Source: an optimization exercise on an open RTL-to-GDS flow (aim: small area). Production flows keep margins and buffers that such runs may drop.
Only simulation tests tie the RTL to the original design; equivalence was not proved.

the previous run:
## lcd
module lcd(
    input        clk,
    input        rst_n,
    output       lcd_en,
    output       lcd_rw,
    output       lcd_rs,
    output [7:0] lcd_data
);
reg  [15:0] q;
reg         ph;
reg  [5:0]  st;
wire wrap = (q & 16'h5fff) == 16'h0c65;
wire [15:0] q_nx = {q[14], q[13], q[12], q[11], q[10], q[9], q[8], q[7], q[6], q[5], q[4], q[3], q[2], q[1], q[0], ((q[15] ^ q[2]) | wrap)};
wire [5:0] st_nx;
wire [8:0] rom;
wire wt;
assign rom[0] = (st[0] & st[1] & st[4]) | (~st[1] & ~st[3] & st[4]) | (~st[0] & ~st[2] & st[3] & st[5]) | (~st[1] & st[4] & ~st[5]) | (st[1] & st[2] & st[3] & st[5]) | (~st[0] & st[3] & ~st[4] & st[5]) | (st[0] & ~st[1] & st[2] & st[3] & ~st[5]);
assign rom[1] = (st[0] & ~st[2] & st[3] & ~st[4] & st[5]) | (st[0] & ~st[1] & st[4] & ~st[5]) | (~st[0] & st[1] & st[2] & st[3] & ~st[4]);
assign rom[2] = (~st[0] & ~st[2] & st[3] & st[5]) | (st[2] & ~st[3] & st[4] & ~st[5]) | (st[0] & ~st[1] & st[3] & ~st[4] & st[5]) | (st[1] & st[2] & st[3] & ~st[4] & ~st[5]) | (st[0] & ~st[1] & st[4] & ~st[5]);
assign rom[3] = (st[2] & ~st[3] & st[4]) | (st[0] & st[1] & st[3] & ~st[5]) | (~st[1] & ~st[3] & st[4]) | (st[1] & ~st[2] & st[3] & st[4]) | (~st[0] & ~st[1] & st[2] & st[3] & ~st[4]) | (st[0] & ~st[1] & st[4] & ~st[5]);
assign rom[4] = (~st[1] & st[2] & ~st[3] & st[5]) | (~st[0] & ~st[2] & st[3] & st[4]) | (st[0] & st[1] & ~st[2] & st[3] & ~st[4]) | (~st[0] & st[2] & ~st[4] & st[5]) | (st[0] & st[1] & st[2] & st[3] & st[4]) | (st[0] & st[1] & ~st[2] & st[3] & st[5]) | (st[0] & ~st[2] & st[3] & ~st[4] & st[5]);
assign rom[5] = (st[4]) | (st[3] & st[5]) | (st[2] & st[5]) | (st[0] & st[1] & ~st[2] & st[3]);
assign rom[6] = (st[0] & st[1] & st[4]) | (~st[1] & ~st[3] & st[4]) | (st[0] & ~st[1] & ~st[4] & st[5]) | (~st[0] & st[1] & st[5]) | (~st[1] & st[4] & ~st[5]) | (~st[0] & ~st[2] & st[3] & st[4]) | (~st[0] & st[2] & ~st[4] & st[5]) | (~st[2] & st[3] & ~st[4] & st[5]) | (st[2] & ~st[3] & st[4]);
assign rom[7] = (~st[2] & ~st[3] & ~st[4] & st[5]);
assign rom[8] = (st[4]) | (st[3] & st[5]) | (st[2] & st[5]);
assign wt = (~st[3] & ~st[4] & ~st[5]) | (~st[1] & ~st[2] & ~st[5]);
assign st_nx[0] = (~st[0]);
  ...
Size in the first run: roughly 130 cells after synthesis, roughly 13 I/O pins.
clock: 20.0 ns
lec_check: 0
cap_margin: 20
core_margin: 2
core_utilization: 40
slew_margin: 20
standard.sh (not shown) runs the stock make flow with config.mk's settings and CLKGATE_MAP_FILE= SYNTH_SCRIPT=/design/flow/synth_recipe.tcl, a recipe that flattens the netlist after the stock synthesis.
==> flow/flow/run.sh <==
#!/bin/bash
# Layout flow: the standard ORFS flow (standard.sh) with three changes to how
# cells are chosen: no half/full-adder extraction in synthesis, the smallest
# buffer (buf_1) on every input and output port, and a one-level clock tree
# without CTS dummy loads.  Everything else, including synthesis, floorplan,
# power grid and tap cells, is the standard flow.
set -euo pipefail
export ADDER_MAP_FILE=
export BUFFER_PORTS_ARGS="-buffer_cell sky130_fd_sc_hd__buf_1"
export CTS_ARGS="-sink_clustering_enable -repair_clock_nets -dont_use_dummy_load"
bash standard.sh > flow.log 2>&1
The previous run reached the final stage; the timing, design-rule and antenna checks on its layout passed.
What the current run does differently from the previous run at the input level:
==> flow/flow/run.sh <==
#!/bin/bash
# Layout flow: the standard ORFS flow (standard.sh, standard synthesis and
# floorplan, power grid and tap cells) with these changes to how cells are chosen:
#  - synthesis does not extract half/full adders (ADDER_MAP_FILE empty);
#  - ports are buffered by flow/ports.tcl before global placement: buf_2 on the
#    inputs, buf_1 on the outputs (every input and output port keeps a buffer);
#  - CTS inserts no dummy loads.
# Each tool's full output stays in orfs/logs/ (ORFS logs), and make's output in
# flow.log, in the folder this runs in.
set -euo pipefail
here=$(cd "$(dirname "$0")" && pwd)
export ADDER_MAP_FILE=
export DONT_BUFFER_PORTS=1
export GPL_TIMING_DRIVEN=0
export PRE_GLOBAL_PLACE_TCL="$here/ports.tcl"
export CTS_ARGS="-sink_clustering_enable -repair_clock_nets -dont_use_dummy_load"
bash standard.sh > flow.log 2>&1
==> flow/flow/ports.tcl (new file) <==
# Runs before global placement, in place of its own port buffering (the flow
# sets DONT_BUFFER_PORTS=1 and GPL_TIMING_DRIVEN=0, so this replaces both the
# remove_buffers call and the buffer_ports call of global_place.tcl).
remove_buffers
# Buffer every input and output port (the clock excepted, as buffer_ports does):
# buf_2 on the inputs, which drive the reset tree, and buf_1 on the outputs.
buffer_ports -inputs -buffer_cell sky130_fd_sc_hd__buf_2
buffer_ports -outputs -buffer_cell sky130_fd_sc_hd__buf_1
### Flow results
When the final numbers for the current run and the previous run were put side by side, the instance area after placement turned out to be greater in the previous run. In the metrics for the current run and the previous run, the one carrying the lower amount of wire on met2 after detailed routing is the previous run. Sort the current run and the previous run by total routing resource utilization after global routing asc -> top: the current run.

## port drivers added, routing unchanged
In the flow no input, the clock included, has a driving cell. The finished layouts below were timed again as built, in two steps. Step 1: set_driving_cell puts a clkbuf_16 on clk and a buf_2 on each other input, an assumption about the parent block. Step 2 moves the port delays by t, midway between the first and last clock arrival at a register: inputs arrive t later, outputs are due t later. That takes back most of the time a late clock gives input paths. Three values: no drivers, after step 1, after step 2; two values: the first two.
| run | t (ns) | setup slack, ns | slew at the worst register clock pin (ns) |
|---|---|---|---|
| the previous run | 0.314 | 14.100 / 14.081 / 14.395 | 0.12 / 0.12 |
| the current run | 0.319 | 14.066 / 14.046 / 14.364 | 0.10 / 0.10 |
After both steps setup and hold are still met in every run listed.
